From an optimization exercise on the open Yosys and OpenROAD flow, aimed at small area, a short achievable clock period and few clock cycles; shortcuts taken in it are not production practice.
The RTL was checked by simulation tests, not by an equivalence proof against the original design.
Power figures rest on the tool's default switching activity, not on a simulated workload.

$ cat design/flow/config.mk
export PLATFORM = sky130hd
export DESIGN_NAME = LASER
export DESIGN_NICKNAME = LASER
export VERILOG_FILES = /design/flow/design.v
export SDC_FILE = /design/flow/constraint.sdc
export NUM_CORES = 4
export LEC_CHECK = 0
export CAP_MARGIN = 20
export CORE_MARGIN = 2
export CORE_UTILIZATION = 30
export GPL_ROUTABILITY_DRIVEN = 1
export GPL_TIMING_DRIVEN = 0
export SLEW_MARGIN = 20
$ cat design/flow/constraint.sdc
create_clock -name core_clock -period 22.0 [get_ports {CLK}]
set_input_delay 4.4000 -clock core_clock [delete_from_list [all_inputs] [get_ports {CLK}]]
set_output_delay 4.4000 -clock core_clock [all_outputs]
set_load 0.01 [all_outputs]
$ cat design/flow/design.v
module LASER (
    input CLK,
    input RST,
    input [3:0] X,
    input [3:0] Y,
    output reg [3:0] C1X,
    output reg [3:0] C1Y,
    output reg [3:0] C2X,
    output reg [3:0] C2Y,
    output reg DONE
);
    reg        loading;
    reg [5:0]  lcnt;
    reg        pre;          
    reg        fc;           
    reg        ev;           
    reg        dr;           
    reg        dr2;          
    reg [1:0]  sweep;
    reg [3:0]  g;
    reg        s1v;
    reg [3:0]  s1g;
    reg        s1z, s1l;     
    reg [5:0]  cnt [0:15];
    reg [5:0]  best;
    reg [3:0] px [0:39];
    reg [3:0] py [0:39];
    reg [3:0] rh [0:39];
    reg [3:0] rl [0:39];
    reg       fm [0:39];
    wire [3:0] fx = (sweep == 2'd2) ? C1X : C2X;
    wire [3:0] fy = (sweep == 2'd2) ? C1Y : C2Y;
    reg  [3:0] nr;
    reg        rs1, rs2, rsn;    
    wire [3:0] nrow = ({4{rs1}} & C1Y) | ({4{rs2}} & C2Y) | ({4{rsn}} & nr);
    wire [39:0] fnew;
    reg  [15:0] fxoh;        
    always @(posedge CLK) fxoh <= 16'd1 << fx;
    wire [15:0] hit [0:39];
    wire [3:0]  nh [0:39];
    wire [3:0]  nl [0:39];
    genvar i, j;
    generate
        for (i = 0; i < 40; i = i + 1) begin : pt
            lpt u (.hi(rh[i]), .lo(rl[i]), .fxoh(fxoh), .hit(hit[i]), .fnew(fnew[i]));
            lpre w (.px(px[(i + 1) % 40]), .py(py[(i + 1) % 40]), .cy(nrow), .hi(nh[i]), .lo(nl[i]));
        end
    endgenerate
    wire [39:0] fmn;
    wire        fen = pre | fc | ev;       
    generate
        for (i = 0; i < 40; i = i + 1) begin : fmb
            assign fmn[i] = fc ? fnew[(i + 1) % 40] : pre ? (nl[i] == 4'd0) : fm[(i + 1) % 40];
        end
    endgenerate
    integer k;
    always @(posedge CLK) begin
        for (k = 0; k < 39; k = k + 1) begin
            px[k] <= px[k+1];
            py[k] <= py[k+1];
        end
        px[39] <= loading ? X : px[0];
        py[39] <= loading ? Y : py[0];
        for (k = 0; k < 40; k = k + 1) fm[k] <= fmn[k];
        for (k = 0; k < 40; k = k + 1) begin
            rh[k] <= (fen && fmn[k]) ? 4'd15 : nh[k];
            rl[k] <= (fen && fmn[k]) ? 4'd0 : nl[k];
        end
    end
    generate
        for (j = 0; j < 16; j = j + 1) begin : pc
            wire [39:0] col;
            for (i = 0; i < 40; i = i + 1) begin : cb
                assign col[i] = hit[i][j];
            end
            wire [5:0] s;
            lpc u (.v(col), .s(s));
            always @(posedge CLK) cnt[j] <= s;
        end
    endgenerate
    function gt6(input [5:0] a, input [5:0] b);
        reg [5:0] e, g;
        begin
            e = ~(a ^ b);
            g = a & ~b;
            gt6 = g[5] | (e[5] & g[4]) | (e[5] & e[4] & g[3]) | (e[5] & e[4] & e[3] & g[2]) |
                  (e[5] & e[4] & e[3] & e[2] & g[1]) | (e[5] & e[4] & e[3] & e[2] & e[1] & g[0]);
        end
    endfunction
    wire [15:0] cv;
    wire [15:0] cgb;         
    genvar q;
    generate
        for (q = 0; q < 16; q = q + 1) begin : cvb
            assign cv[q] = !((q == 0) && s1z) && !((q == 15) && s1l);
            assign cgb[q] = gt6(cnt[q], best);
        end
    endgenerate
    function [3:0] first4(input [23:0] c, input [3:0] v);
        reg [5:0] c0, c1, c2, c3;
        reg g10, g20, g30, g21, g31, g32;
        begin
            c0 = c[5:0]; c1 = c[11:6]; c2 = c[17:12]; c3 = c[23:18];
            g10 = gt6(c1, c0); g20 = gt6(c2, c0); g30 = gt6(c3, c0);
            g21 = gt6(c2, c1); g31 = gt6(c3, c1); g32 = gt6(c3, c2);
            first4[0] = v[0] & (~v[1] | ~g10) & (~v[2] | ~g20) & (~v[3] | ~g30);
            first4[1] = v[1] & (~v[0] | g10) & (~v[2] | ~g21) & (~v[3] | ~g31);
            first4[2] = v[2] & (~v[0] | g20) & (~v[1] | g21) & (~v[3] | ~g32);
            first4[3] = v[3] & (~v[0] | g30) & (~v[1] | g31) & (~v[2] | g32);
        end
    endfunction
    wire [3:0]  l1s [0:3];
    wire [23:0] l2c;
    wire [3:0]  l2v;
    wire [7:0]  l2p;
    wire [3:0]  l2g;
    generate
        for (q = 0; q < 4; q = q + 1) begin : l1
            assign l1s[q] = first4({cnt[4*q+3], cnt[4*q+2], cnt[4*q+1], cnt[4*q]}, cv[4*q+3:4*q]);
            assign l2v[q] = |l1s[q];
            assign l2c[6*q+5:6*q] = ({6{l1s[q][0]}} & cnt[4*q]) | ({6{l1s[q][1]}} & cnt[4*q+1]) |
                                    ({6{l1s[q][2]}} & cnt[4*q+2]) | ({6{l1s[q][3]}} & cnt[4*q+3]);
            assign l2p[2*q+1:2*q] = {l1s[q][3] | l1s[q][2], l1s[q][3] | l1s[q][1]};
            assign l2g[q] = |(l1s[q] & cgb[4*q+3:4*q]);
        end
    endgenerate
    wire [3:0] l2s = first4(l2c, l2v);
    wire [3:0] wpos = {l2s[3] | l2s[2], l2s[3] | l2s[1],
                       |(l2s & {l2p[7], l2p[5], l2p[3], l2p[1]}),
                       |(l2s & {l2p[6], l2p[4], l2p[2], l2p[0]})};
    wire [5:0] wcnt = ({6{l2s[0]}} & l2c[5:0]) | ({6{l2s[1]}} & l2c[11:6]) |
                      ({6{l2s[2]}} & l2c[17:12]) | ({6{l2s[3]}} & l2c[23:18]);
    wire wupd = s1v && |(l2s & l2g);
    reg  [5:0] c255;
    reg        s2v;
    always @(posedge CLK) if (s1v && s1g == 4'd15) c255 <= cnt[15];
    wire supd = s2v && gt6(c255, best);
    always @(posedge CLK) begin
        if (RST) begin
            loading <= 1'b1;
            lcnt <= 6'd0;
            pre <= 1'b0; fc <= 1'b0; ev <= 1'b0; dr <= 1'b0; dr2 <= 1'b0; s1v <= 1'b0; s2v <= 1'b0;
            rs1 <= 1'b0; rs2 <= 1'b0; rsn <= 1'b1;
            DONE <= 1'b0;
        end else if (DONE) begin
            loading <= 1'b1;
            lcnt <= 6'd0;
            DONE <= 1'b0;
        end else begin
            if (loading) begin
                lcnt <= lcnt + 6'd1;
                if (lcnt == 6'd39) begin
                    loading <= 1'b0;
                    pre <= 1'b1;
                    sweep <= 2'd1;
                end
            end
            if (pre) begin
                pre <= 1'b0;
                ev <= 1'b1;
                g <= 4'd0;
            end
            nr <= (pre | fc | ev) ? nr + 4'd1 : 4'd0;
            rs1 <= dr && (sweep == 2'd1);
            rs2 <= dr && (sweep == 2'd2);
            rsn <= !(dr && (sweep != 2'd3));
            if (fc) begin
                fc <= 1'b0;
                ev <= 1'b1;
                g <= 4'd0;
            end
            if (ev) begin
                g <= g + 4'd1;
                if (g == 4'd15) begin
                    ev <= 1'b0;
                    dr <= 1'b1;
                end
            end
            s1v <= ev;
            s2v <= dr && (sweep != 2'd3);
            s1g <= g;
            s1z <= (sweep == 2'd2) && (g == 4'd0);
            s1l <= (g == 4'd15);
            if (dr) begin
                dr <= 1'b0;
                if (sweep == 2'd3) DONE <= 1'b1;
                else begin
                    sweep <= sweep + 2'd1;
                    dr2 <= 1'b1;
                end
            end
            if (dr2) begin
                dr2 <= 1'b0;
                fc <= 1'b1;
            end
        end
    end
    always @(posedge CLK) begin
        if (pre) begin
            best <= 6'd0;
            C1X <= 4'd0; C1Y <= 4'd0; C2X <= 4'd0; C2Y <= 4'd0;
        end else begin
            if (wupd) begin
                best <= wcnt;
                if (sweep == 2'd2) begin C2X <= wpos; C2Y <= s1g; end
                else begin C1X <= wpos; C1Y <= s1g; end
            end
            if (supd) begin
                best <= c255;
                if (sweep == 2'd2) begin C2X <= 4'd15; C2Y <= 4'd15; end
                else begin C1X <= 4'd15; C1Y <= 4'd15; end
            end
        end
    end
endmodule
module lpre(input [3:0] px, input [3:0] py, input [3:0] cy, output [3:0] hi, output [3:0] lo);
    wire [4:0] d = {1'b0, py} - {1'b0, cy};
    wire a0 = (d == 5'd0);
    wire a1 = (d == 5'd1) | (d == 5'd2) | (d == 5'd31) | (d == 5'd30);
    wire a2 = (d == 5'd3) | (d == 5'd29);
    wire a3 = (d == 5'd4) | (d == 5'd28);
    wire v = a0 | a1 | a2 | a3;
    wire [2:0] r = {a0, a1 | a2, a1};
    wire [4:0] hs = {1'b0, px} + {2'b00, r};
    wire [4:0] ls = {1'b0, px} - {2'b00, r};
    assign hi = !v ? 4'd0 : hs[4] ? 4'd15 : hs[3:0];
    assign lo = !v ? 4'd15 : ls[4] ? 4'd0 : ls[3:0];
endmodule
module lpt(input [3:0] hi, input [3:0] lo, input [15:0] fxoh, output [15:0] hit, output fnew);
    genvar j;
    wire [15:0] th, tl;
    therm t0 (.x(hi), .t(th));
    therm t1 (.x(lo), .t(tl));
    wire [16:0] tl1 = {1'b0, tl};
    wire [15:0] win;
    for (j = 0; j < 16; j = j + 1) begin : sl
        assign win[j] = th[j] & ~tl1[j + 1];
    end
    assign hit = win;
    assign fnew = |(win & fxoh);
endmodule
module therm(input [3:0] x, output [15:0] t);
    genvar j;
    wire [1:0] a = x[3:2];
    wire [1:0] b = x[1:0];
    wire [3:0] bge = {b[1] & b[0], b[1], b[1] | b[0], 1'b1};
    wire [3:0] agt = {1'b0, a[1] & a[0], a[1], a[1] | a[0]};
    wire [3:0] aeq = {a[1] & a[0], a[1] & ~a[0], ~a[1] & a[0], ~a[1] & ~a[0]};
    for (j = 0; j < 16; j = j + 1) begin : tb
        assign t[j] = agt[j / 4] | (aeq[j / 4] & bge[j % 4]);
    end
endmodule
module lpc(input [39:0] v, output [5:0] s);
    wire w1 = v[0] ^ v[1] ^ v[2];
    wire w2 = (v[0] & v[1]) | (v[0] & v[2]) | (v[1] & v[2]);
    wire w3 = v[3] ^ v[4] ^ v[5];
    wire w4 = (v[3] & v[4]) | (v[3] & v[5]) | (v[4] & v[5]);
    wire w5 = v[6] ^ v[7] ^ v[8];
    wire w6 = (v[6] & v[7]) | (v[6] & v[8]) | (v[7] & v[8]);
    wire w7 = v[9] ^ v[10] ^ v[11];
    wire w8 = (v[9] & v[10]) | (v[9] & v[11]) | (v[10] & v[11]);
    wire w9 = v[12] ^ v[13] ^ v[14];
    wire w10 = (v[12] & v[13]) | (v[12] & v[14]) | (v[13] & v[14]);
    wire w11 = v[15] ^ v[16] ^ v[17];
    wire w12 = (v[15] & v[16]) | (v[15] & v[17]) | (v[16] & v[17]);
    wire w13 = v[18] ^ v[19] ^ v[20];
    wire w14 = (v[18] & v[19]) | (v[18] & v[20]) | (v[19] & v[20]);
    wire w15 = v[21] ^ v[22] ^ v[23];
    wire w16 = (v[21] & v[22]) | (v[21] & v[23]) | (v[22] & v[23]);
    wire w17 = v[24] ^ v[25] ^ v[26];
    wire w18 = (v[24] & v[25]) | (v[24] & v[26]) | (v[25] & v[26]);
    wire w19 = v[27] ^ v[28] ^ v[29];
    wire w20 = (v[27] & v[28]) | (v[27] & v[29]) | (v[28] & v[29]);
    wire w21 = v[30] ^ v[31] ^ v[32];
    wire w22 = (v[30] & v[31]) | (v[30] & v[32]) | (v[31] & v[32]);
    wire w23 = v[33] ^ v[34] ^ v[35];
    wire w24 = (v[33] & v[34]) | (v[33] & v[35]) | (v[34] & v[35]);
    wire w25 = v[36] ^ v[37] ^ v[38];
    wire w26 = (v[36] & v[37]) | (v[36] & v[38]) | (v[37] & v[38]);
    wire w27 = w1 ^ w3 ^ w5;
    wire w28 = (w1 & w3) | (w1 & w5) | (w3 & w5);
    wire w29 = w7 ^ w9 ^ w11;
    wire w30 = (w7 & w9) | (w7 & w11) | (w9 & w11);
    wire w31 = w13 ^ w15 ^ w17;
    wire w32 = (w13 & w15) | (w13 & w17) | (w15 & w17);
    wire w33 = w19 ^ w21 ^ w23;
    wire w34 = (w19 & w21) | (w19 & w23) | (w21 & w23);
    wire w35 = w2 ^ w4 ^ w6;
    wire w36 = (w2 & w4) | (w2 & w6) | (w4 & w6);
    wire w37 = w8 ^ w10 ^ w12;
    wire w38 = (w8 & w10) | (w8 & w12) | (w10 & w12);
    wire w39 = w14 ^ w16 ^ w18;
    wire w40 = (w14 & w16) | (w14 & w18) | (w16 & w18);
    wire w41 = w20 ^ w22 ^ w24;
    wire w42 = (w20 & w22) | (w20 & w24) | (w22 & w24);
    wire w43 = w27 ^ w29 ^ w31;
    wire w44 = (w27 & w29) | (w27 & w31) | (w29 & w31);
    wire w45 = w33 ^ w25 ^ v[39];
    wire w46 = (w33 & w25) | (w33 & v[39]) | (w25 & v[39]);
    wire w47 = w28 ^ w30 ^ w32;
    wire w48 = (w28 & w30) | (w28 & w32) | (w30 & w32);
    wire w49 = w34 ^ w35 ^ w37;
    wire w50 = (w34 & w35) | (w34 & w37) | (w35 & w37);
    wire w51 = w39 ^ w41 ^ w26;
    wire w52 = (w39 & w41) | (w39 & w26) | (w41 & w26);
    wire w53 = w36 ^ w38 ^ w40;
    wire w54 = (w36 & w38) | (w36 & w40) | (w38 & w40);
    wire w55 = w44 ^ w46 ^ w47;
    wire w56 = (w44 & w46) | (w44 & w47) | (w46 & w47);
    wire w57 = w48 ^ w50 ^ w52;
    wire w58 = (w48 & w50) | (w48 & w52) | (w50 & w52);
    wire w59 = w55 ^ w49 ^ w51;
    wire w60 = (w55 & w49) | (w55 & w51) | (w49 & w51);
    wire w61 = w56 ^ w57 ^ w53;
    wire w62 = (w56 & w57) | (w56 & w53) | (w57 & w53);
    wire w63 = w60 ^ w61 ^ w42;
    wire w64 = (w60 & w61) | (w60 & w42) | (w61 & w42);
    wire w65 = w62 ^ w58 ^ w54;
    wire w66 = (w62 & w58) | (w62 & w54) | (w58 & w54);
    wire [5:0] ra = {1'b0, w66, w64, w63, w59, w43};
    wire [5:0] rb = {1'b0, 1'b0, w65, 1'b0, 1'b0, w45};
    assign s = ra + rb;
endmodule
$ cat design/flow/flow/run.sh
#!/bin/bash
# Layout flow: the standard flow (standard.sh, unchanged synthesis and
# steps) with two changes to how the layout is made:
#  - the port buffers are buf_4 cells instead of the smallest buffer, so the
#    fixed input and output delays leave more of the period to the design;
#  - timing repair aims at a setup slack margin, so that the resizer also
#    works on paths that meet the 22 ns clock easily; the clock period and
#    the constraints are the design's.
# make's full output goes to standard.log; each ORFS step keeps its own log
# under orfs/logs.
set -euo pipefail
bash standard.sh \
  "BUFFER_PORTS_ARGS=-buffer_cell sky130_fd_sc_hd__buf_4" \
  SETUP_SLACK_MARGIN=16.3 \
  finish > standard.log 2>&1
$ cat design/flow/standard.sh
#!/bin/bash
# synth_recipe.tcl (not shown) runs the flow's synth.tcl, then flattens the netlist and writes it again
# the make line also repeats each setting of config.mk as NAME=value (left out here)
make -C /OpenROAD-flow-scripts/flow DESIGN_CONFIG=/design/flow/config.mk WORK_HOME=/design/flow/orfs CLKGATE_MAP_FILE= SYNTH_SCRIPT=/design/flow/synth_recipe.tcl "${@:-finish}"
==> results of run 1 <==
-- final timing paths --
path,startpoint,endpoint,slack [ps],cells past startpoint
min,py[17][0]$_DFF_P_,py[16][0]$_DFF_P_,350,0
max reg2reg,rsn$_SDFFE_PP1N_,rl[15][2]$_SDFF_PP0_,16200,35
min reg2reg,py[17][0]$_DFF_P_,py[16][0]$_DFF_P_,350,0
max,rsn$_SDFFE_PP1N_,rl[15][2]$_SDFF_PP0_,16200,35
-- cells by family after synthesis --
group                    synth area share
multiplexers                     0.003601
buffers and inverters             0.07146
flip-flops                         0.2340
AO/OA/AOI/OAI                      0.2353
XOR/XNOR                          0.01681
adder cells (fa/ha/maj)            0.2920
AND/OR/NAND/NOR                    0.1468
-- routing by layer --
metal | share of wire | track usage | wire (um) | vias up
met5 | 0.00027 | 0 | 95 | -
met4 | 0.046 | 0.09983 | 16310 | 16
met3 | 0.070 | 0.05391 | 24740 | 575
met2 | 0.45 | 0.4363 | 156400 | 2457
met1 | 0.44 | 0.3605 | 153600 | 33840
li1 | - | - | - | 30840
-- cell usage in the layout (no fill, tap or decap), drive strengths merged, types with 43 or more instances in the layout --
cell type	count
a21o	118
a31oi	134
a21oi	628
o21bai	87
nor4	43
dfxtp	832
a2111oi	48
a211oi	102
o21a	112
o221a	43
nand2b	148
o22ai	52
clkbuf	477
fa	648
nand3b	82
nor2b	194
o211ai	53
a21boi	81
a22oi	110
nor2	443
inv	1060
a311oi	63
nand3	194
or2	75
buf	290
ha	690
a221oi	66
xnor2	130
nand4	47
nand2	569
o21ai	497
nor3	165
-- sequential cells by signal, summed over array words and instances (netlist names), 4 cells and up, named ones only --
signal  cells
px        160
py        160
rh        160
rl        160
cnt        96
fm         40
fxoh       16
best        6
c255        6
lcnt        6
C1X         4
C1Y         4
C2X         4
C2Y         4
g           4
nr          4
s1g         4
-- what timing repair did --
item / 4_1_cts / 5_1_grt
cloned: 1 / 0
setup buffers: 70 / 90
pin swaps: 60 / 142
setup endpoints to repair: 401 / 328
hold buffers: 0 / 0
resized for setup: 286 / 350
-- critical path, delay by kind of cell, from the launching register on --
kind,cells,cell delay [ps]
adder cells (fa/ha/maj),3,860
flip-flops,1,400
AND/OR/NAND/NOR,4,390
AO/OA/AOI/OAI,10,1760
buffers and inverters,18,2230
-- layout make-up --
class                           count  area [sq um]  share of cell area
Buffer                            354          1460             0.01661
Sequential cell                   854         17360              0.1974
Multi-Input combinational cell   6239         54530              0.6202
Timing Repair Buffer              274          2924             0.03326
Tap cell                         3220          4029             0.04582
Clock buffer                      142          3018             0.03432
Clock inverter                     55         616.8            0.007016
Inverter                         1049          3959             0.04503
Antenna cell                       12         30.03           0.0003415
-- per-stage QoR --
stage / setup WS [ps] / power, W
5_1_grt: 15980 / 0.006582
6_report: 16200 / 0.006250
4_1_cts: 16210 / 0.006138
3_3_place_gp: 308.1 / 0.004128
3_5_place_dp: 14140 / 0.004216
2_1_floorplan: 13250 / 0.003357
-- report_power, final --
| group | internal, W | switching, W | total (W) |
|---|---|---|---|
| Sequential | 0.00175 | 0.000216 | 0.00196 |
| Clock | 0.00107 | 0.000758 | 0.00182 |
| Combinational | 0.000901 | 0.00156 | 0.00246 |
| Total | 0.00371 | 0.00254 | 0.00625 |
==> summary.json, run 1 <==
{
  "outcome": "finished clean",
  "numPlacedInstances": 11830,
  "clock_tree.buffer_depth": 3,
  "fin_nets": 10220,
  "synthesis.yosys.warnings": 13,
  "nFillCells": 24780,
  "async_sr_flop_fraction": 0,
  "synth_most_common_cell": "inv_1",
  "yosys.area.top_type_share": 0.2251,
  "timing.hold.worst.class": "reg2reg",
  "placement.cell_area_sq_um": 80430,
  "synth_enable_flop_cells": 22,
  "synth_top_area_cells": "dfxtp_1, fa_1, ha_1, inv_1, a21oi_1",
  "dr_total_vias": 67730,
  "detailedPlacementHpwl_mm": 292.6,
  "grt.overflow.total": 0,
  "htree_levels": 3,
  "finish.utilization": 0.3578,
  "max_slew_margin": 0.1294,
  "total_leakage_power_nw": 36.11,
  "clkSinkCount": 854,
  "slowest_stage": "dfxtp_1",
  "synthCells": 8496,
  "finalClockSkew_ps": 38.15,
  "wirelength_mm": 351.1,
  "synth_area_leader_cell": "dfxtp_1",
  "critPathLaunchType": "register",
  "critPathCaptureType": "register",
  "min_period_ps": 5804,
  "mappedNetlistNets": 9844,
  "fp.dieW_um": 500.7,
  "finalSetupViolCount": 0,
  "coreArea_sq_um": 245700,
  "antenna_found_initial": 30,
  "cts_root_buffer": "clkbuf_16",
  "cts_buffers": 104,
  "tritoncts": "yes",
  "dieArea_sq_um": 250700,
  "final.period_utilization": 0.2638,
  "antenna_violating_nets_post_route": 0,
  "max_cap_violations": 0,
  "gr-usage-all-layers": 0.2720,
  "insertion_delay_ps": 790,
  "synth-seq-cells": 854,
  "synth_top_cells_by_count": "inv_1, dfxtp_1, ha_1, fa_1, a21oi_1",
  "path_common_cell": "buf_6",
  "drt-pass1-iter-count": 8,
  "routedWlPerCell_um": 28.78,
  "routabilityCongestion": 1.091,
  "tightestPinTransition_ps": 1306,
  "timing.fmax_mhz": 172.3,
  "final_cells": 12200,
  "die_h_um": 500.7,
  "grt_setup_unrepaired": "yes",
  "clkTransAtPathRegs_ps": 60,
  "cpPeakStageDelay_ps": 400,
  "drt_iter0_markers": 6194,
  "grt_pass1_vias": 66160,
  "setup.worst_path.class": "reg2reg",
  "synth_cell_type_count": 95,
  "synthToLayoutAreaGrowth_pct": 18.82,
  "postSynthAreaPerCell_sq_um": 8.710,
  "std_cell_rows": 182,
  "cp_max_fo": 6,
  "pwr_density_cell_nw_per_um2": 71.09,
  "syn_area_sq_um": 74000,
  "drc": 0,
  "route.detailed.vias_per_inst": 5.552,
  "worst_ep_required_ps": 22660,
  "final-hold-violation-count": 0,
  "drive_above_1_share": 0.1459,
  "setup-tns-final_ps": 0,
  "finalInstanceArea_sq_um": 87920,
  "worst_ep_arrival_time_ps": 6460,
  "grt_start_max_net_pins": 31,
  "ys.flop_type": "dfxtp_1",
  "timing_max_transition_violations_final": 0,
  "floorplan.io_pins": 27,
  "grt_first_pass_wirelength_mm": 487.2,
  "synth-seq-area-share": 0.2340,
  "hold-worst-slack_ps": 350.1,
  "starting_density_of_the_core": 0.3012,
  "ir_drop_uv": 78.37,
  "port_buffers": 26
}
Testbench counts, summed over its fixed seeds: cycles 12,408.
==> run 2: changes to the inputs <==
--- a/design/flow/config.mk
+++ b/design/flow/config.mk
@@ -9,3 +9,3 @@
 export CORE_MARGIN = 2
-export CORE_UTILIZATION = 30
+export CORE_UTILIZATION = 45
 export GPL_ROUTABILITY_DRIVEN = 1
==> summary.json, run 2 <==
{
  "gr-usage-all-layers": {"value": 0.3814, "change": "was 0.2720"},
  "timing_max_transition_violations_final": {"value": 0, "change": "unchanged"},
  "cts_root_buffer": {"value": "clkbuf_16", "change": "unchanged"},
  "final.period_utilization": {"value": 0.2583, "change": "was 0.2638"},
  "synth-seq-area-share": {"value": 0.2340, "change": "unchanged"},
  "drt-pass1-iter-count": {"value": 9, "change": "was 8"},
  "htree_levels": {"value": 3, "change": "unchanged"},
  "synth_top_cells_by_count": {"value": "inv_1, dfxtp_1, ha_1, fa_1, a21oi_1", "change": "unchanged"},
  "postSynthAreaPerCell": {"value": 8.710, "unit": "sq um", "change": "unchanged"},
  "share_seq_of_total_power": {"value": 0.326, "change": "was 0.314"},
  "layout_commonest_cell": {"value": "inv_1", "change": "unchanged"},
  "worst_ep_required": {"value": 22670, "unit": "ps", "change": "was 22660 ps"},
  "dieArea": {"value": 167700, "unit": "sq um", "change": "was 250700 sq um"},
  "fp.dieW": {"value": 409.5, "unit": "um", "change": "was 500.7 um"},
  "insertion_delay": {"value": 760, "unit": "ps", "change": "was 790 ps"},
  "synth-seq-cells": {"value": 854, "change": "unchanged"},
  "synth_most_common_cell": {"value": "inv_1", "change": "unchanged"},
  "dr_total_vias": {"value": 67870, "change": "was 67730"},
  "synth_area_leader_cell": {"value": "dfxtp_1", "change": "unchanged"},
  "max_slew_margin": {"value": 0.1325, "change": "was 0.1294"},
  "timing.fmax": {"value": 176.0, "unit": "MHz", "change": "was 172.3 MHz"},
  "netSwitchingFraction": {"value": 0.4024, "change": "was 0.4060"},
  "drc": {"value": 0, "change": "unchanged"},
  "async_sr_flop_fraction": {"value": 0, "change": "unchanged"},
  "wirelength": {"value": 328.2, "unit": "mm", "change": "was 351.1 mm"},
  "route.detailed.vias_per_inst": {"value": 6.158, "change": "was 5.552"},
  "critPathCaptureType": {"value": "register", "change": "unchanged"},
  "max_cap_violations": {"value": 0, "change": "unchanged"},
  "mostFrequentLayoutCells": {"value": "inv_1, dfxtp_1, ha_1, fa_1, a21oi_1", "change": "unchanged"},
  "rrSetupSlack": {"value": 16320, "unit": "ps", "change": "was 16200 ps"},
  "finalSetupViolCount": {"value": 0, "change": "unchanged"},
  "cp_max_fo": {"value": 10, "change": "was 6"},
  "routabilityCongestion": {"value": 1.146, "change": "was 1.091"},
  "std_cell_rows": {"value": 148, "change": "was 182"},
  "die_h": {"value": 409.5, "unit": "um", "change": "was 500.7 um"},
  "grt_first_pass_wirelength": {"value": 459.6, "unit": "mm", "change": "was 487.2 mm"},
  "min_period": {"value": 5683, "unit": "ps", "change": "was 5804 ps"},
  "p_clk_frac": {"value": 0.291, "change": "was 0.292"},
  "drt_iter0_markers": {"value": 7690, "change": "was 6194"},
  "grt_pass1_vias": {"value": 63800, "change": "was 66160"},
  "synthToLayoutAreaGrowth": {"value": 13.44, "unit": "%", "change": "was 18.82%"},
  "floorplan.io_pins": {"value": 27, "change": "unchanged"},
  "syn_area": {"value": 74000, "unit": "sq um", "change": "unchanged"},
  "synth_top_area_cells": {"value": "dfxtp_1, fa_1, ha_1, inv_1, a21oi_1", "change": "unchanged"},
  "synthesis.yosys.warnings": {"value": 13, "change": "unchanged"},
  "grt.overflow.total": {"value": 0, "change": "unchanged"},
  "finalClockSkew": {"value": 53.28, "unit": "ps", "change": "was 38.15 ps"},
  "port_buffers": {"value": 26, "change": "unchanged"},
  "power.combinational.fraction": {"value": 0.384, "change": "was 0.394"},
  "total_leakage_power": {"value": 34.91, "unit": "nW", "change": "was 36.11 nW"},
  "hold-worst-slack": {"value": 352.0, "unit": "ps", "change": "was 350.1 ps"},
  "clkSinkCount": {"value": 854, "change": "unchanged"},
  "reg2reg_to": {"value": "cnt[2][4]$_DFF_P_", "change": "was rl[15][2]$_SDFF_PP0_"},
  "fin_nets": {"value": 10100, "change": "was 10220"},
  "worst_r2r_startpoint": {"value": "rh[18][1]$_SDFF_PP1_", "change": "was rsn$_SDFFE_PP1N_"},
  "grt_start_max_net_pins": {"value": 29, "change": "was 31"},
  "antenna_found_initial": {"value": 21, "change": "was 30"},
  "synth_cell_type_count": {"value": 95, "change": "unchanged"},
  "cts_buffers": {"value": 97, "change": "was 104"},
  "min-delay-start": {"value": "py[23][0]$_DFF_P_", "change": "was py[17][0]$_DFF_P_"},
  "min_delay_path_depth": {"value": 0, "change": "unchanged"},
  "synthCells": {"value": 8496, "change": "unchanged"},
  "synth_enable_flop_cells": {"value": 22, "change": "unchanged"},
  "worst_ep_arrival_time": {"value": 6360, "unit": "ps", "change": "was 6460 ps"},
  "starting_density_of_the_core": {"value": 0.4541, "change": "was 0.3012"},
  "detailedPlacementHpwl": {"value": 271.3, "unit": "mm", "change": "was 292.6 mm"},
  "tritoncts": {"value": "yes", "change": "unchanged"},
  "coreArea": {"value": 163000, "unit": "sq um", "change": "was 245700 sq um"},
  "power_switching": {"value": 0.002430, "unit": "W", "change": "was 0.002538 W"},
  "tightestPinTransition": {"value": 1301, "unit": "ps", "change": "was 1306 ps"},
  "antenna_violating_nets_post_route": {"value": 0, "change": "unchanged"},
  "drive_above_1_share": {"value": 0.1131, "change": "was 0.1459"},
  "clkTransAtPathRegs": {"value": 60, "unit": "ps", "change": "about the same"},
  "final-hold-violation-count": {"value": 0, "change": "unchanged"},
  "yosys.area.top_type_share": {"value": 0.2251, "change": "unchanged"},
  "ys.flop_type": {"value": "dfxtp_1", "change": "unchanged"},
  "outcome": {"value": "finished clean", "change": "unchanged"},
  "reg2regPathDepth": {"value": 14, "change": "was 35"},
  "timing.hold.worst.class": {"value": "reg2reg", "change": "unchanged"},
  "clock_tree.buffer_depth": {"value": 3, "change": "unchanged"},
  "setup.worst_path.class": {"value": "reg2reg", "change": "unchanged"},
  "mappedNetlistNets": {"value": 9844, "change": "unchanged"},
  "routedWlPerCell": {"value": 29.78, "unit": "um", "change": "was 28.78 um"},
  "totalPowerFinal": {"value": 0.006039, "unit": "W", "change": "was 0.006250 W"},
  "hold_buffers": {"value": 0, "change": "unchanged"},
  "hold_worst_path_end": {"value": "py[22][0]$_DFF_P_", "change": "was py[16][0]$_DFF_P_"},
  "grt_setup_unrepaired": {"value": "no", "change": "was yes"},
  "pwr_density_cell": {"value": 71.94, "unit": "nW/um^2", "change": "was 71.09 nW/um^2"},
  "critPathLaunchType": {"value": "register", "change": "unchanged"},
  "power.internal": {"value": 0.003608, "unit": "W", "change": "was 0.003713 W"},
  "ir_drop": {"value": 93.34, "unit": "uV", "change": "was 78.37 uV"}
}
run 2: changes by cell type in the layout (fill, tap and decap cells not counted), moves of 20 or more:
| cell | change |
|---|---|
| buf_4 | -94 |
| o21ai_2 | -37 |
| a21oi_1 | +25 |
| a21oi_2 | -24 |
| o21ai_1 | +21 |
| buf_6 | -20 |
run 2: cell type report:
class	instances	area, sq um
fillers	15320	79010
multi-input cells	6239	53320
flip-flops and latches	854	17360
inverters	1049	3960
clock buffers	123	2736
well taps	2175	2721
repair buffers	158	1649
plain buffers	354	1451
clock inverters	56	713.2
diodes	13	32.53
run 2: metrics by stage:
step / setup TNS, ps / util / worst slack (ps) / instances / instance area (sq um)
finish: 0 / 0.5151 / 16320 / 11020 / 83940
global route: 0 / 0.5149 / 16250 / 11010 / 83910
CTS: 0 / 0.5081 / 16270 / 10970 / 82790
detailed placement: 0 / 0.4836 / 14980 / 10770 / 78800
global placement: -10350 / 0.4772 / -766.8 / 10700 / 77770
floorplan: 0 / - / 13250 / 8496 / 74850
run 2: cells by family after synthesis:
logic type | share of synthesized area
AO/OA/AOI/OAI | 0.2353
XOR/XNOR | 0.01681
adder cells (fa/ha/maj) | 0.2920
buffers and inverters | 0.07146
flip-flops | 0.2340
multiplexers | 0.003601
AND/OR/NAND/NOR | 0.1468
run 2: layer usage:
| layer | track usage | share of wire | up-vias |
|---|---|---|---|
| li1 | - | - | 30580 |
| met5 | 0.01810 | 0.0018 | - |
| met1 | 0.5195 | 0.43 | 33370 |
| met3 | 0.09757 | 0.093 | 741 |
| met2 | 0.5504 | 0.41 | 3168 |
| met4 | 0.2031 | 0.064 | 18 |
run 2: repair_timing:
action	4_1_cts	5_1_grt
setup buffers	22	33
endpoints found under the setup margin	312	312
gates resized for setup	116	218
pin swaps	16	35
gates cloned	0	1
run 2: critical path, stage by stage, from the launching register on:
cell and delay (ps):
dfxtp_1 310, clkbuf_1 330, nor3_1 110, a2111oi_1 1000, fa_1 640, inv_1 110, fa_1 540, fa_1 490
fa_1 390, fa_1 360, inv_1 70, fa_1 520, ha_1 370, a31oi_1 210, xnor2_1 140
run 2: worst max-delay path by stage:
stage                              start                   end  slack (ps)  cells after the start
finish              rh[18][1]$_SDFF_PP1_     cnt[2][4]$_DFF_P_       16320                     14
global route         nr[1]$_SDFFCE_PN0P_  rl[23][3]$_SDFF_PP0_       16250                     29
CTS                  nr[1]$_SDFFCE_PN0P_   rl[8][3]$_SDFF_PP0_       16270                     25
detailed placement   nr[2]$_SDFFCE_PN0P_   rl[8][3]$_SDFF_PP0_       14980                     23
global placement     nr[1]$_SDFFCE_PN0P_   rl[8][3]$_SDFF_PP0_        -770                     18
floorplan            nr[1]$_SDFFCE_PN0P_   rl[0][0]$_SDFF_PP0_       13250                     20
run 2: power groups by stage:
stage / Clock [W] / Sequential, W / Combinational [W]
finish: 0.00175 / 0.00197 / 0.00232
global route: 0.00185 / 0.00198 / 0.00251
CTS: 0.00179 / 0.00195 / 0.00220
detailed placement: 0 / 0.00198 / 0.00216
global placement: 0 / 0.00198 / 0.00211
floorplan: 0 / 0.00189 / 0.00147
==> run 3: changes to the inputs <==
--- a/design/flow/design.v
+++ b/design/flow/design.v
@@ -30,3 +30,3 @@
     reg       fm [0:39];
-    wire [3:0] fx = (sweep == 2'd2) ? C1X : C2X;
+    wire [3:0] fx = (dr ? (sweep == 2'd1) : (sweep == 2'd2)) ? C1X : C2X;
     wire [3:0] fy = (sweep == 2'd2) ? C1Y : C2Y;
@@ -163,5 +163,5 @@
             nr <= (pre | fc | ev) ? nr + 4'd1 : 4'd0;
-            rs1 <= dr && (sweep == 2'd1);
-            rs2 <= dr && (sweep == 2'd2);
-            rsn <= !(dr && (sweep != 2'd3));
+            rs1 <= ((ev && g == 4'd15) || (dr && wupd)) && (sweep == 2'd1);
+            rs2 <= ((ev && g == 4'd15) || (dr && wupd)) && (sweep == 2'd2);
+            rsn <= !(((ev && g == 4'd15) || (dr && wupd)) && (sweep != 2'd3));
             if (fc) begin
@@ -188,3 +188,4 @@
                     sweep <= sweep + 2'd1;
-                    dr2 <= 1'b1;
+                    if (wupd) dr2 <= 1'b1;
+                    else fc <= 1'b1;
                 end
--- a/design/flow/config.mk
+++ b/design/flow/config.mk
@@ -9,3 +9,3 @@
 export CORE_MARGIN = 2
-export CORE_UTILIZATION = 45
+export CORE_UTILIZATION = 55
 export GPL_ROUTABILITY_DRIVEN = 1
==> summary.json, run 3 <==
{
  "reg2reg_to": {"value": "cnt[13][4]$_DFF_P_", "change": "was cnt[2][4]$_DFF_P_"},
  "power_switching": {"value": 0.002362, "unit": "W", "change": "was 0.002430 W"},
  "syn_area": {"value": 74190, "unit": "sq um", "change": "was 74000 sq um"},
  "share_seq_of_total_power": {"value": 0.329, "change": "was 0.326"},
  "synthToLayoutAreaGrowth": {"value": 12.82, "unit": "%", "change": "was 13.44%"},
  "outcome": {"value": "finished clean", "change": "unchanged"},
  "synthesis.yosys.warnings": {"value": 13, "change": "unchanged"},
  "final-hold-violation-count": {"value": 0, "change": "unchanged"},
  "critPathCaptureType": {"value": "register", "change": "unchanged"},
  "power.internal": {"value": 0.003530, "unit": "W", "change": "was 0.003608 W"},
  "final.period_utilization": {"value": 0.2590, "change": "was 0.2583"},
  "cts_buffers": {"value": 93, "change": "was 97"},
  "detailedPlacementHpwl": {"value": 252.2, "unit": "mm", "change": "was 271.3 mm"},
  "antenna_found_initial": {"value": 24, "change": "was 21"},
  "async_sr_flop_fraction": {"value": 0, "change": "unchanged"},
  "grt_first_pass_wirelength": {"value": 446.8, "unit": "mm", "change": "was 459.6 mm"},
  "fin_nets": {"value": 10080, "change": "was 10100"},
  "max_cap_violations": {"value": 0, "change": "unchanged"},
  "fp.dieW": {"value": 371.3, "unit": "um", "change": "was 409.5 um"},
  "grt_use_met2": {"value": 0.6502, "change": "was 0.5504"},
  "netSwitchingFraction": {"value": 0.4008, "change": "was 0.4024"},
  "coreArea": {"value": 133600, "unit": "sq um", "change": "was 163000 sq um"},
  "setup.worst_path.class": {"value": "reg2reg", "change": "unchanged"},
  "timing.hold.worst.class": {"value": "reg2reg", "change": "unchanged"},
  "antenna_violating_nets_post_route": {"value": 0, "change": "unchanged"},
  "drt-pass1-iter-count": {"value": 11, "change": "was 9"},
  "synth-seq-cells": {"value": 854, "change": "unchanged"},
  "min_period": {"value": 5699, "unit": "ps", "change": "was 5683 ps"},
  "reg2regPathDepth": {"value": 14, "change": "unchanged"},
  "clkSinkCount": {"value": 854, "change": "unchanged"},
  "met3_resource_use_gr": {"value": 0.1644, "change": "was 0.09757"},
  "p_clk_frac": {"value": 0.291, "change": "about the same"},
  "finish.utilization": {"value": 0.6263, "change": "was 0.5151"},
  "clock_tree.buffer_depth": {"value": 3, "change": "unchanged"},
  "worst_ep_required": {"value": 22630, "unit": "ps", "change": "was 22670 ps"},
  "totalPowerFinal": {"value": 0.005892, "unit": "W", "change": "was 0.006039 W"},
  "placement.cell_area": {"value": 78600, "unit": "sq um", "change": "was 78800 sq um"},
  "floorplan.io_pins": {"value": 27, "change": "unchanged"},
  "synth-seq-area-share": {"value": 0.2334, "change": "was 0.2340"},
  "grt_setup_unrepaired": {"value": "yes", "change": "was no"},
  "finalInstanceArea": {"value": 83700, "unit": "sq um", "change": "was 83940 sq um"},
  "cp_max_fo": {"value": 10, "change": "unchanged"},
  "ys.flop_type": {"value": "dfxtp_1", "change": "unchanged"},
  "synth_top_area_cells": {"value": "dfxtp_1, fa_1, ha_1, inv_1, a21oi_1", "change": "unchanged"},
  "drt_iter0_markers": {"value": 9034, "change": "was 7690"},
  "dieArea": {"value": 137800, "unit": "sq um", "change": "was 167700 sq um"},
  "starting_density_of_the_core": {"value": 0.5552, "change": "was 0.4541"},
  "worst_ep_arrival_time": {"value": 6330, "unit": "ps", "change": "was 6360 ps"},
  "grt_start_max_net_pins": {"value": 31, "change": "was 29"},
  "insertion_delay": {"value": 740, "unit": "ps", "change": "was 760 ps"},
  "routabilityCongestion": {"value": 1.164, "change": "was 1.146"},
  "cts_root_buffer": {"value": "clkbuf_16", "change": "unchanged"},
  "synth_area_leader_cell": {"value": "dfxtp_1", "change": "unchanged"},
  "postSynthAreaPerCell": {"value": 8.760, "unit": "sq um", "change": "was 8.710 sq um"},
  "total_leakage_power": {"value": 35.19, "unit": "nW", "change": "was 34.91 nW"},
  "path_common_cell": {"value": "fa_1", "change": "unchanged"},
  "synth_cell_type_count": {"value": 105, "change": "was 95"},
  "die_h": {"value": 371.3, "unit": "um", "change": "was 409.5 um"},
  "mappedNetlistNets": {"value": 9818, "change": "was 9844"},
  "timing.fmax": {"value": 175.5, "unit": "MHz", "change": "was 176.0 MHz"},
  "synthCells": {"value": 8469, "change": "was 8496"},
  "crit_end": {"value": "cnt[13][4]$_DFF_P_", "change": "was cnt[2][4]$_DFF_P_"},
  "wirelength": {"value": 319.1, "unit": "mm", "change": "was 328.2 mm"},
  "layout_commonest_cell": {"value": "inv_1", "change": "unchanged"},
  "cpPeakStageDelay": {"value": 680, "unit": "ps", "change": "was 1000 ps"},
  "grt.overflow.total": {"value": 0, "change": "unchanged"},
  "htree_levels": {"value": 3, "change": "unchanged"},
  "finalClockSkew": {"value": 40.01, "unit": "ps", "change": "was 53.28 ps"},
  "global_route_track_usage_on_met1": {"value": 0.5646, "change": "was 0.5195"},
  "crit_chain": {"value": "clkbuf_1 > nand2_1 > a311oi_1 > fa_1 > fa_1 > fa_1 > inv_1 > fa_1 > fa_1 > fa_1 > inv_1 > ha_1 > a31oi_1 > xnor2_1", "change": "was clkbuf_1 > nor3_1 > a2111oi_1 > fa_1 > inv_1 > fa_1 > fa_1 > fa_1 > fa_1 > inv_1 > fa_1 > ha_1 > a31oi_1 > xnor2_1"},
  "drive_above_1_share": {"value": 0.1145, "change": "was 0.1131"},
  "port_buffers": {"value": 25, "change": "was 26"},
  "grt_busiest_layer": {"value": "met2", "change": "unchanged"},
  "route.detailed.vias_per_inst": {"value": 6.596, "change": "was 6.158"},
  "worst_r2r_startpoint": {"value": "rh[33][2]$_SDFF_PP1_", "change": "was rh[18][1]$_SDFF_PP1_"},
  "critPathLaunchType": {"value": "register", "change": "unchanged"},
  "max_slew_margin": {"value": 0.08403, "change": "was 0.1325"},
  "mostFrequentLayoutCells": {"value": "inv_1, dfxtp_1, ha_1, a21oi_1, fa_1", "change": "was inv_1, dfxtp_1, ha_1, fa_1, a21oi_1"},
  "std_cell_rows": {"value": 134, "change": "was 148"},
  "tritoncts": {"value": "yes", "change": "unchanged"},
  "grt_pass1_vias": {"value": 65820, "change": "was 63800"},
  "routedWlPerCell": {"value": 30.12, "unit": "um", "change": "was 29.78 um"},
  "yosys.area.top_type_share": {"value": 0.2245, "change": "was 0.2251"},
  "synth_enable_flop_cells": {"value": 22, "change": "unchanged"},
  "slowest_stage": {"value": "fa_1", "change": "was a2111oi_1"},
  "synth_most_common_cell": {"value": "inv_1", "change": "unchanged"},
  "ir_drop": {"value": 64.43, "unit": "uV", "change": "was 93.34 uV"},
  "drc": {"value": 0, "change": "unchanged"},
  "power.combinational.fraction": {"value": 0.380, "change": "was 0.384"},
  "gr-usage-all-layers": {"value": 0.4516, "change": "was 0.3814"},
  "critPathLaunch": {"value": "rh[33][2]$_SDFF_PP1_", "change": "was rh[18][1]$_SDFF_PP1_"},
  "finalSetupViolCount": {"value": 0, "change": "unchanged"},
  "rrSetupSlack": {"value": 16300, "unit": "ps", "change": "was 16320 ps"},
  "clkTransAtPathRegs": {"value": 60, "unit": "ps", "change": "about the same"},
  "tightestPinTransition": {"value": 1374, "unit": "ps", "change": "was 1301 ps"},
  "timing_max_transition_violations_final": {"value": 0, "change": "unchanged"},
  "synth_top_cells_by_count": {"value": "inv_1, dfxtp_1, ha_1, fa_1, a21oi_1", "change": "unchanged"},
  "pwr_density_cell": {"value": 70.40, "unit": "nW/um^2", "change": "was 71.94 nW/um^2"},
  "dr_total_vias": {"value": 69890, "change": "was 67870"}
}
-- run 3: power groups by stage --
stage               logic, W  registers [W]  clock network [W]
floorplan            0.00143        0.00188                  0
global placement     0.00198        0.00195                  0
detailed placement   0.00205        0.00195                  0
CTS                  0.00209        0.00192            0.00172
global route         0.00240        0.00195            0.00178
finish               0.00224        0.00194            0.00172
-- run 3: area by class of cell --
cell class | instances | area, sq um
repair inverters | 1 | 8.758
well taps | 1768 | 2212
clock buffers | 132 | 2749
repair buffers | 166 | 1728
fillers | 11190 | 49930
flip-flops and latches | 854 | 17320
plain buffers | 354 | 1463
inverters | 1104 | 4163
diodes | 18 | 45.04
multi-input cells | 6157 | 53400
clock inverters | 41 | 600.6
-- run 3: worst max-delay path: cells and delay by family (launching register included) --
kind	cells	cell delay [ps]
AND/OR/NAND/NOR	1	200
adder cells (fa/ha/maj)	7	3490
buffers and inverters	3	650
AO/OA/AOI/OAI	2	770
flip-flops	1	330
XOR/XNOR	1	140
-- run 3: kinds of logic after synthesis --
family	after synthesis	synth area share
mux	13	0.001838
fa+ha+maj	1339	0.2914
simple gates	2053	0.1402
flops	854	0.2334
buf+inv	1458	0.07414
xor+xnor	136	0.01606
compound gates	2616	0.2430
-- run 3: repair_timing --
item | in CTS | in global routing
pin swaps | 14 | 53
buffers inserted | 32 | 35
gates resized for setup | 86 | 175
hold buffers | 0 | 0
cloned | 1 | 0
endpoints found under the setup margin | 378 | 266
-- run 3: metal layers --
layer | up-vias | wire, um
met5 | - | 737
met4 | 22 | 25320
met3 | 1022 | 39570
met2 | 4241 | 130600
met1 | 34040 | 122900
li1 | 30560 | -
-- run 3: worst min path at each step --
stage / from / cells after the start / to / slack (ps)
2_1_floorplan: px[11][3]$_DFF_P_ / 0 / px[10][3]$_DFF_P_ / 330
3_3_place_gp: py[17][0]$_DFF_P_ / 0 / py[16][0]$_DFF_P_ / 340
3_5_place_dp: py[17][0]$_DFF_P_ / 0 / py[16][0]$_DFF_P_ / 340
4_1_cts: py[15][0]$_DFF_P_ / 0 / py[14][0]$_DFF_P_ / 350
5_1_grt: py[15][0]$_DFF_P_ / 0 / py[14][0]$_DFF_P_ / 360
6_report: py[17][0]$_DFF_P_ / 0 / py[16][0]$_DFF_P_ / 350
-- run 3: through the flow --
step	hold slack (ps)	TNS, ps	std cells	setup WS [ps]
floorplan	329.0	0	8469	13350
global placement	335.2	-16100	10260	-1029
detailed placement	340.8	0	10330	14730
CTS	351.7	0	10540	16300
global route	356.4	0	10580	16150
finish	350.8	0	10600	16300
Testbench counts of run 3, summed over its fixed seeds: cycles 12,152.
==> run 4: changes to the inputs <==
--- a/design/flow/config.mk
+++ b/design/flow/config.mk
@@ -10,2 +10,3 @@
 export CORE_UTILIZATION = 55
+export CTS_CLUSTER_SIZE = 30
 export GPL_ROUTABILITY_DRIVEN = 1
==> summary.json, run 4 <==
{
  "fin_nets": {"value": 10080, "change": "unchanged"},
  "share_seq_of_total_power": {"value": 0.329, "change": "about the same"},
  "grt_first_pass_wirelength": {"value": 446.8, "unit": "mm", "change": "unchanged"},
  "pwr_density_cell": {"value": 70.40, "unit": "nW/um^2", "change": "unchanged"},
  "drt_iter0_markers": {"value": 9034, "change": "unchanged"},
  "place_ws": {"value": 14730, "unit": "ps", "change": "unchanged"},
  "setup.worst_path.class": {"value": "reg2reg", "change": "unchanged"},
  "worst_ep_arrival_time": {"value": 6330, "unit": "ps", "change": "about the same"},
  "drc": {"value": 0, "change": "unchanged"},
  "tritoncts": {"value": "yes", "change": "unchanged"},
  "synth-seq-area-share": {"value": 0.2334, "change": "unchanged"},
  "grt_pass1_vias": {"value": 65820, "change": "unchanged"},
  "clock_tree.buffer_depth": {"value": 3, "change": "unchanged"},
  "hold_buffers": {"value": 0, "change": "unchanged"},
  "synth_top_family_by_area": {"value": "adder cells", "change": "unchanged"},
  "clkTransAtPathRegs": {"value": 60, "unit": "ps", "change": "about the same"},
  "timing_max_transition_violations_final": {"value": 0, "change": "unchanged"},
  "synth_enable_flop_cells": {"value": 22, "change": "unchanged"},
  "async_sr_flop_fraction": {"value": 0, "change": "unchanged"},
  "outcome": {"value": "finished clean", "change": "unchanged"},
  "final.period_utilization": {"value": 0.2590, "change": "unchanged"},
  "antenna_violating_nets_post_route": {"value": 0, "change": "unchanged"},
  "grt.overflow.total": {"value": 0, "change": "unchanged"},
  "final_cells": {"value": 10600, "change": "unchanged"},
  "numPlacedInstances": {"value": 10330, "change": "unchanged"},
  "ir_drop": {"value": 64.43, "unit": "uV", "change": "unchanged"},
  "synth_cell_type_count": {"value": 105, "change": "unchanged"},
  "drt-pass1-iter-count": {"value": 11, "change": "unchanged"},
  "synth_area_leader_cell": {"value": "dfxtp_1", "change": "unchanged"},
  "port_buffers": {"value": 25, "change": "unchanged"},
  "drive_above_1_share": {"value": 0.1145, "change": "unchanged"},
  "cts_root_buffer": {"value": "clkbuf_16", "change": "unchanged"},
  "max_cap_violations": {"value": 0, "change": "unchanged"},
  "synth_simple_gate_area_share": {"value": 0.1402, "change": "unchanged"},
  "starting_density_of_the_core": {"value": 0.5552, "change": "unchanged"},
  "route.detailed.vias_per_inst": {"value": 6.596, "change": "unchanged"},
  "final.setup.worst_slack": {"value": 16300, "unit": "ps", "change": "unchanged"},
  "yosys.area.top_type_share": {"value": 0.2245, "change": "unchanged"},
  "detailedPlacementHpwl": {"value": 252.2, "unit": "mm", "change": "unchanged"},
  "netSwitchingFraction": {"value": 0.4008, "change": "unchanged"},
  "die_h": {"value": 371.3, "unit": "um", "change": "unchanged"},
  "coreArea": {"value": 133600, "unit": "sq um", "change": "unchanged"},
  "insertion_delay": {"value": 740, "unit": "ps", "change": "about the same"},
  "synth-adder-area-share": {"value": 0.2914, "change": "unchanged"},
  "synth_top_cells_by_count": {"value": "inv_1, dfxtp_1, ha_1, fa_1, a21oi_1", "change": "unchanged"},
  "synth_top_area_cells": {"value": "dfxtp_1, fa_1, ha_1, inv_1, a21oi_1", "change": "unchanged"},
  "gr-usage-all-layers": {"value": 0.4516, "change": "unchanged"},
  "power.combinational.fraction": {"value": 0.380, "change": "about the same"},
  "cp_max_fo": {"value": 10, "change": "unchanged"},
  "cts_buffers": {"value": 93, "change": "unchanged"},
  "synth-seq-cells": {"value": 854, "change": "unchanged"},
  "mappedNetlistNets": {"value": 9818, "change": "unchanged"},
  "synthToLayoutAreaGrowth": {"value": 12.82, "unit": "%", "change": "unchanged"},
  "clkSinkCount": {"value": 854, "change": "unchanged"},
  "dieArea": {"value": 137800, "unit": "sq um", "change": "unchanged"},
  "timing.fmax": {"value": 175.5, "unit": "MHz", "change": "unchanged"},
  "final-hold-violation-count": {"value": 0, "change": "unchanged"},
  "htree_levels": {"value": 3, "change": "unchanged"},
  "synth-compound-area-share": {"value": 0.2430, "change": "unchanged"},
  "routedWlPerCell": {"value": 30.12, "unit": "um", "change": "unchanged"},
  "syn_area": {"value": 74190, "unit": "sq um", "change": "unchanged"},
  "p_clk_frac": {"value": 0.291, "change": "about the same"},
  "post_synth_xor_area_fraction": {"value": 0.01606, "change": "unchanged"},
  "power_switching": {"value": 0.002362, "unit": "W", "change": "unchanged"},
  "floorplan.io_pins": {"value": 27, "change": "unchanged"},
  "wirelength": {"value": 319.1, "unit": "mm", "change": "unchanged"},
  "max_slew_margin": {"value": 0.08403, "change": "unchanged"},
  "min_period": {"value": 5699, "unit": "ps", "change": "unchanged"},
  "mostFrequentLayoutCells": {"value": "inv_1, dfxtp_1, ha_1, a21oi_1, fa_1", "change": "unchanged"},
  "antenna_found_initial": {"value": 24, "change": "unchanged"},
  "synthCells": {"value": 8469, "change": "unchanged"},
  "routabilityCongestion": {"value": 1.164, "change": "unchanged"},
  "worst_ep_required": {"value": 22630, "unit": "ps", "change": "about the same"},
  "yosys-mux-area-fraction": {"value": 0.001838, "change": "unchanged"},
  "grt_setup_unrepaired": {"value": "yes", "change": "unchanged"},
  "layout_commonest_cell": {"value": "inv_1", "change": "unchanged"},
  "ys.flop_type": {"value": "dfxtp_1", "change": "unchanged"},
  "power.internal": {"value": 0.003530, "unit": "W", "change": "unchanged"},
  "grt_start_max_net_pins": {"value": 31, "change": "unchanged"},
  "synth_most_common_cell": {"value": "inv_1", "change": "unchanged"},
  "finalClockSkew": {"value": 40.01, "unit": "ps", "change": "unchanged"},
  "timing.hold.worst.class": {"value": "reg2reg", "change": "unchanged"},
  "tightestPinTransition": {"value": 1374, "unit": "ps", "change": "unchanged"},
  "total_leakage_power": {"value": 35.19, "unit": "nW", "change": "unchanged"},
  "postSynthAreaPerCell": {"value": 8.760, "unit": "sq um", "change": "unchanged"},
  "critPathLaunchType": {"value": "register", "change": "unchanged"},
  "synthesis.yosys.warnings": {"value": 13, "change": "unchanged"},
  "totalPowerFinal": {"value": 0.005892, "unit": "W", "change": "unchanged"},
  "critPathCaptureType": {"value": "register", "change": "unchanged"},
  "fp.dieW": {"value": 371.3, "unit": "um", "change": "unchanged"},
  "finalSetupViolCount": {"value": 0, "change": "unchanged"},
  "std_cell_rows": {"value": 134, "change": "unchanged"},
  "dr_total_vias": {"value": 69890, "change": "unchanged"}
}
run 4: cell counts after synthesis:
No cell type changed its count.
run 4: worst paths after layout:
kind / start / endpoint / slack [ps] / depth (start not counted)
worst min register to register: py[17][0]$_DFF_P_ / py[16][0]$_DFF_P_ / 350 / 0
worst max register to register: rh[33][2]$_SDFF_PP1_ / cnt[13][4]$_DFF_P_ / 16300 / 14
worst min-delay path: py[17][0]$_DFF_P_ / py[16][0]$_DFF_P_ / 350 / 0
worst max-delay path: rh[33][2]$_SDFF_PP1_ / cnt[13][4]$_DFF_P_ / 16300 / 14
run 4: kinds of logic (layout without fill, tap and decap cells):
logic type	Yosys count	count (layout)
mux	13	13
buf+inv	1458	1798
simple gates	2053	2053
flops	854	854
compound gates	2616	2616
fa+ha+maj	1339	1339
other cells	0	18
xor+xnor	136	136
run 4: final cells by class:
class,instances,area (sq um)
Fill cell,11190,49930
Tap cell,1768,2212
Timing Repair Buffer,166,1728
Timing Repair inverter,1,8.758
Sequential cell,854,17320
Clock inverter,41,600.6
Antenna cell,18,45.04
Clock buffer,132,2749
Multi-Input combinational cell,6157,53400
Inverter,1104,4163
Buffer,354,1463
run 4: metal layers:
layer,GRT usage,wire [um],up-vias
met4,0.2991,25320,22
met3,0.1644,39570,1022
li1,-,-,30560
met5,0.01958,737,-
met2,0.6502,130600,4241
met1,0.5646,122900,34040
run 4: power groups by stage:
stage / registers [W] / clock network (W) / logic, W
6_report: 0.00194 / 0.00172 / 0.00224
4_1_cts: 0.00192 / 0.00172 / 0.00209
3_5_place_dp: 0.00195 / 0 / 0.00205
2_1_floorplan: 0.00188 / 0 / 0.00143
5_1_grt: 0.00195 / 0.00178 / 0.00240
3_3_place_gp: 0.00195 / 0 / 0.00198
run 4: metrics by stage:
stage          setup TNS [ps]  hold WS, ps  utilization  area (sq um)
2_1_floorplan               0        329.0            -         75180
3_3_place_gp           -16100        335.2       0.5806         77580
3_5_place_dp                0        340.8       0.5882         78600
4_1_cts                     0        351.7       0.6177         82540
5_1_grt                     0        356.4       0.6260         83650
6_report                    0        350.8       0.6263         83700
run 4: repair_timing:
action,CTS,global route
setup buffers,32,35
setup endpoints to repair,378,266
cloned,1,0
pin swaps,14,53
resized for setup,86,175
run 4: critical path: stages (launching register included):
cell and delay [ps]:
dfxtp_1 330, clkbuf_1 330, nand2_1 200, a311oi_1 560, fa_1 560, fa_1 680
fa_1 440, inv_1 190, fa_1 480, fa_1 460, fa_1 600, inv_1 130
ha_1 270, a31oi_1 210, xnor2_1 140
==> run 5: changes to the inputs <==
--- a/design/flow/flow/run.sh
+++ b/design/flow/flow/run.sh
@@ -13,3 +13,3 @@
   "BUFFER_PORTS_ARGS=-buffer_cell sky130_fd_sc_hd__buf_4" \
-  SETUP_SLACK_MARGIN=16.3 \
+  SETUP_SLACK_MARGIN=16.0 \
   finish > standard.log 2>&1
--- a/design/flow/config.mk
+++ b/design/flow/config.mk
@@ -10,3 +10,2 @@
 export CORE_UTILIZATION = 55
-export CTS_CLUSTER_SIZE = 30
 export GPL_ROUTABILITY_DRIVEN = 1
==> summary.json, run 5 <==
{
  "synth_top_area_cells": {"value": "dfxtp_1, fa_1, ha_1, inv_1, a21oi_1", "change": "unchanged"},
  "critPathLaunch": {"value": "rh[33][2]$_SDFF_PP1_", "change": "unchanged"},
  "grt_setup_unrepaired": {"value": "no", "change": "was yes"},
  "mostFrequentLayoutCells": {"value": "inv_1, dfxtp_1, ha_1, a21oi_1, fa_1", "change": "unchanged"},
  "path_buf_inv": {"value": 3, "change": "unchanged"},
  "die_h": {"value": 371.3, "unit": "um", "change": "unchanged"},
  "grt_first_pass_wirelength": {"value": 444.8, "unit": "mm", "change": "was 446.8 mm"},
  "max_slew_margin": {"value": 0.07268, "change": "was 0.08403"},
  "timing.fmax": {"value": 168.3, "unit": "MHz", "change": "was 175.5 MHz"},
  "critical_path_depth_in_cells": {"value": 14, "change": "unchanged"},
  "min_delay_path_depth": {"value": 0, "change": "unchanged"},
  "tightestPinTransition": {"value": 1391, "unit": "ps", "change": "was 1374 ps"},
  "finalSetupViolCount": {"value": 0, "change": "unchanged"},
  "synth_enable_flop_cells": {"value": 22, "change": "unchanged"},
  "synth_top_cells_by_count": {"value": "inv_1, dfxtp_1, ha_1, fa_1, a21oi_1", "change": "unchanged"},
  "numPlacedInstances": {"value": 10330, "change": "unchanged"},
  "tritoncts": {"value": "yes", "change": "unchanged"},
  "clkTransAtPathRegs": {"value": 70, "unit": "ps", "change": "was 60 ps"},
  "layout_commonest_cell": {"value": "inv_1", "change": "unchanged"},
  "final_cells": {"value": 10560, "change": "was 10600"},
  "grt_pass1_vias": {"value": 65660, "change": "was 65820"},
  "postSynthAreaPerCell": {"value": 8.760, "unit": "sq um", "change": "unchanged"},
  "synth_most_common_cell": {"value": "inv_1", "change": "unchanged"},
  "fin_nets": {"value": 10040, "change": "was 10080"},
  "max_cap_violations": {"value": 0, "change": "unchanged"},
  "synth_area_leader_cell": {"value": "dfxtp_1", "change": "unchanged"},
  "route.detailed.vias_per_inst": {"value": 6.583, "change": "was 6.596"},
  "dr_total_vias": {"value": 69530, "change": "was 69890"},
  "outcome": {"value": "finished clean", "change": "unchanged"},
  "path_common_cell": {"value": "fa_1", "change": "unchanged"},
  "crit_chain": {"value": "clkbuf_1 > nor2_1 > a2111oi_0 > fa_1 > fa_1 > fa_1 > fa_1 > inv_1 > fa_1 > fa_1 > inv_1 > ha_1 > and4_1 > o21a_1", "change": "was clkbuf_1 > nand2_1 > a311oi_1 > fa_1 > fa_1 > fa_1 > inv_1 > fa_1 > fa_1 > fa_1 > inv_1 > ha_1 > a31oi_1 > xnor2_1"},
  "synthesis.yosys.warnings": {"value": 13, "change": "unchanged"},
  "grt_start_max_net_pins": {"value": 31, "change": "unchanged"},
  "final-hold-violation-count": {"value": 0, "change": "unchanged"},
  "coreArea": {"value": 133600, "unit": "sq um", "change": "unchanged"},
  "htree_levels": {"value": 3, "change": "unchanged"},
  "slowest_stage": {"value": "a2111oi_0", "change": "was fa_1"},
  "drt_iter0_markers": {"value": 8929, "change": "was 9034"},
  "drc": {"value": 0, "change": "unchanged"},
  "pwr_density_cell": {"value": 70.47, "unit": "nW/um^2", "change": "was 70.40 nW/um^2"},
  "gr-usage-all-layers": {"value": 0.4494, "change": "was 0.4516"},
  "insertion_delay": {"value": 740, "unit": "ps", "change": "about the same"},
  "async_sr_flop_fraction": {"value": 0, "change": "unchanged"},
  "floorplan.io_pins": {"value": 27, "change": "unchanged"},
  "grt.overflow.total": {"value": 0, "change": "unchanged"},
  "synth_cell_type_count": {"value": 105, "change": "unchanged"},
  "drt-pass1-iter-count": {"value": 10, "change": "was 11"},
  "cts_buffers": {"value": 93, "change": "unchanged"},
  "worst_r2r_startpoint": {"value": "rh[33][2]$_SDFF_PP1_", "change": "unchanged"},
  "timing.critical_path.max_delay_family": {"value": "adder cells", "change": "unchanged"},
  "final.setup.worst_slack": {"value": 16060, "unit": "ps", "change": "was 16300 ps"},
  "starting_density_of_the_core": {"value": 0.5552, "change": "unchanged"},
  "mappedNetlistNets": {"value": 9818, "change": "unchanged"},
  "critPathCaptureType": {"value": "register", "change": "unchanged"},
  "finalClockSkew": {"value": 41.21, "unit": "ps", "change": "was 40.01 ps"},
  "reg2regPathDepth": {"value": 14, "change": "unchanged"},
  "synthCells": {"value": 8469, "change": "unchanged"},
  "routabilityCongestion": {"value": 1.164, "change": "unchanged"},
  "place_ws": {"value": 14730, "unit": "ps", "change": "unchanged"},
  "reg2reg_to": {"value": "cnt[1][5]$_DFF_P_", "change": "was cnt[13][4]$_DFF_P_"},
  "dieArea": {"value": 137800, "unit": "sq um", "change": "unchanged"},
  "std_cell_rows": {"value": 134, "change": "unchanged"},
  "worst_ep_required": {"value": 22600, "unit": "ps", "change": "was 22630 ps"},
  "wirelength": {"value": 315.9, "unit": "mm", "change": "was 319.1 mm"},
  "critPathLaunchType": {"value": "register", "change": "unchanged"},
  "antenna_found_initial": {"value": 21, "change": "was 24"},
  "ys.flop_type": {"value": "dfxtp_1", "change": "unchanged"},
  "totalPowerFinal": {"value": 0.005842, "unit": "W", "change": "was 0.005892 W"},
  "cts_root_buffer": {"value": "clkbuf_16", "change": "unchanged"},
  "antenna_violating_nets_post_route": {"value": 0, "change": "unchanged"},
  "syn_area": {"value": 74190, "unit": "sq um", "change": "unchanged"},
  "timing_max_transition_violations_final": {"value": 0, "change": "unchanged"},
  "detailedPlacementHpwl": {"value": 252.2, "unit": "mm", "change": "unchanged"},
  "total_leakage_power": {"value": 34.88, "unit": "nW", "change": "was 35.19 nW"},
  "cp_max_fo": {"value": 10, "change": "unchanged"},
  "crit_end": {"value": "cnt[1][5]$_DFF_P_", "change": "was cnt[13][4]$_DFF_P_"},
  "rrSetupSlack": {"value": 16060, "unit": "ps", "change": "was 16300 ps"},
  "cpPeakStageDelay": {"value": 1040, "unit": "ps", "change": "was 680 ps"},
  "synth-seq-cells": {"value": 854, "change": "unchanged"},
  "timing.hold.worst.class": {"value": "reg2reg", "change": "unchanged"},
  "final.period_utilization": {"value": 0.2700, "change": "was 0.2590"},
  "routedWlPerCell": {"value": 29.91, "unit": "um", "change": "was 30.12 um"},
  "yosys.area.top_type_share": {"value": 0.2245, "change": "unchanged"},
  "synth-seq-area-share": {"value": 0.2334, "change": "unchanged"},
  "worst_ep_arrival_time": {"value": 6540, "unit": "ps", "change": "was 6330 ps"},
  "ir_drop": {"value": 65.03, "unit": "uV", "change": "was 64.43 uV"},
  "synthToLayoutAreaGrowth": {"value": 11.75, "unit": "%", "change": "was 12.82%"},
  "setup.worst_path.class": {"value": "reg2reg", "change": "unchanged"},
  "drive_above_1_share": {"value": 0.1034, "change": "was 0.1145"},
  "min_period": {"value": 5940, "unit": "ps", "change": "was 5699 ps"},
  "hold-worst-slack": {"value": 352.3, "unit": "ps", "change": "was 350.8 ps"},
  "fp.dieW": {"value": 371.3, "unit": "um", "change": "unchanged"},
  "port_buffers": {"value": 25, "change": "unchanged"},
  "clock_tree.buffer_depth": {"value": 3, "change": "unchanged"},
  "clkSinkCount": {"value": 854, "change": "unchanged"}
}
==> run 5: cell counts after synthesis <==
No cell type changed its count.
==> run 5: kinds of logic after synthesis <==
kind of cell,synth area share
mux,0.001838
simple gates,0.1402
xor+xnor,0.01606
buf+inv,0.07414
fa+ha+maj,0.2914
compound gates,0.2430
flops,0.2334
==> run 5: per-stage QoR <==
step           instance area [sq um]  setup TNS, ps  utilization
3_5_place_dp                   78600              0       0.5882
3_3_place_gp                   77580         -16100       0.5806
5_1_grt                        82850              0       0.6200
4_1_cts                        82280              0       0.6157
2_1_floorplan                  75180              0            -
6_report                       82900              0       0.6204
==> run 5: area by class of cell <==
class / count / area (sq um)
multi-input cells: 6157 / 52960
plain buffers: 354 / 1461
fillers: 11290 / 50720
repair buffers: 130 / 1391
inverters: 1104 / 4159
well taps: 1768 / 2212
clock inverters: 41 / 600.6
diodes: 22 / 55.05
clock buffers: 132 / 2749
flip-flops and latches: 854 / 17320
==> run 5: routing by layer <==
metal / part of all wire / wire length, um / track usage / vias up
li1: - / - / - / 30510
met2: 0.41 / 129200 / 0.6498 / 4105
met5: 0.0018 / 556 / 0.02238 / -
met3: 0.12 / 38850 / 0.1613 / 967
met4: 0.079 / 24940 / 0.2924 / 22
met1: 0.39 / 122300 / 0.5629 / 33930
==> run 5: worst register-to-register path: stages, from the launching register on <==
cell       delay, ps
dfxtp_1          340
clkbuf_1         350
nor2_1           150
a2111oi_0       1050
fa_1             630
fa_1             620
fa_1             470
fa_1             520
inv_1             50
fa_1             480
fa_1             420
inv_1            110
ha_1             280
and4_1           190
o21a_1           170
==> run 5: how the worst min path moves through the flow <==
stage	start	to	slack, ps
after floorplan	px[11][3]$_DFF_P_	px[10][3]$_DFF_P_	330
after global placement	py[17][0]$_DFF_P_	py[16][0]$_DFF_P_	340
after detailed placement	py[17][0]$_DFF_P_	py[16][0]$_DFF_P_	340
after CTS	py[15][0]$_DFF_P_	py[14][0]$_DFF_P_	350
after global routing	py[15][0]$_DFF_P_	py[14][0]$_DFF_P_	360
final	py[17][0]$_DFF_P_	py[16][0]$_DFF_P_	350
==> run 5: what timing repair did <==
action / CTS / global route
pin swaps: 9 / 23
resized for setup: 54 / 105
hold buffers: 0 / 0
endpoints found under the setup margin: 303 / 183
setup buffers: 14 / 18
==> run 5: power by group <==
group | switching (W) | leakage [nW] | internal, W
registers | 0.000200 | 7.12 | 0.00174
clock network | 0.000708 | 1.62 | 0.00101
logic | 0.00143 | 26.1 | 0.000764

## what the ideal ports hide
In the flow no input, the clock included, has a driving cell. The finished layouts below were timed again as built, in two steps. Step 1 assumes that a clkbuf_16 drives the clock port and a buf_2 every other input. Step 2 adds t to the input delays and takes it off the output delays; t is the mean of the earliest and latest rising clock arrival at the registers after step 1. Input paths then give back, and output paths get back, about the clock's delay inside the block. a / b / c = ideal ports / drivers / drivers and shift; a / b = the first two.
| run | t (ns) | setup slack, ns | worst register clock-pin slew, ns |
|---|---|---|---|
| run 1 | 0.865 | 16.196 / 16.196 / 16.136 | 0.08 / 0.08 |
| run 2 | 0.818 | 16.317 / 16.271 / 16.179 | 0.08 / 0.08 |
| run 3 | 0.807 | 16.301 / 16.235 / 16.046 | 0.08 / 0.08 |
| run 4 | 0.807 | 16.301 / 16.235 / 16.046 | 0.08 / 0.08 |
| run 5 | 0.802 | 16.060 / 16.060 / 16.044 | 0.08 / 0.08 |
After both steps every run listed still meets setup and hold.
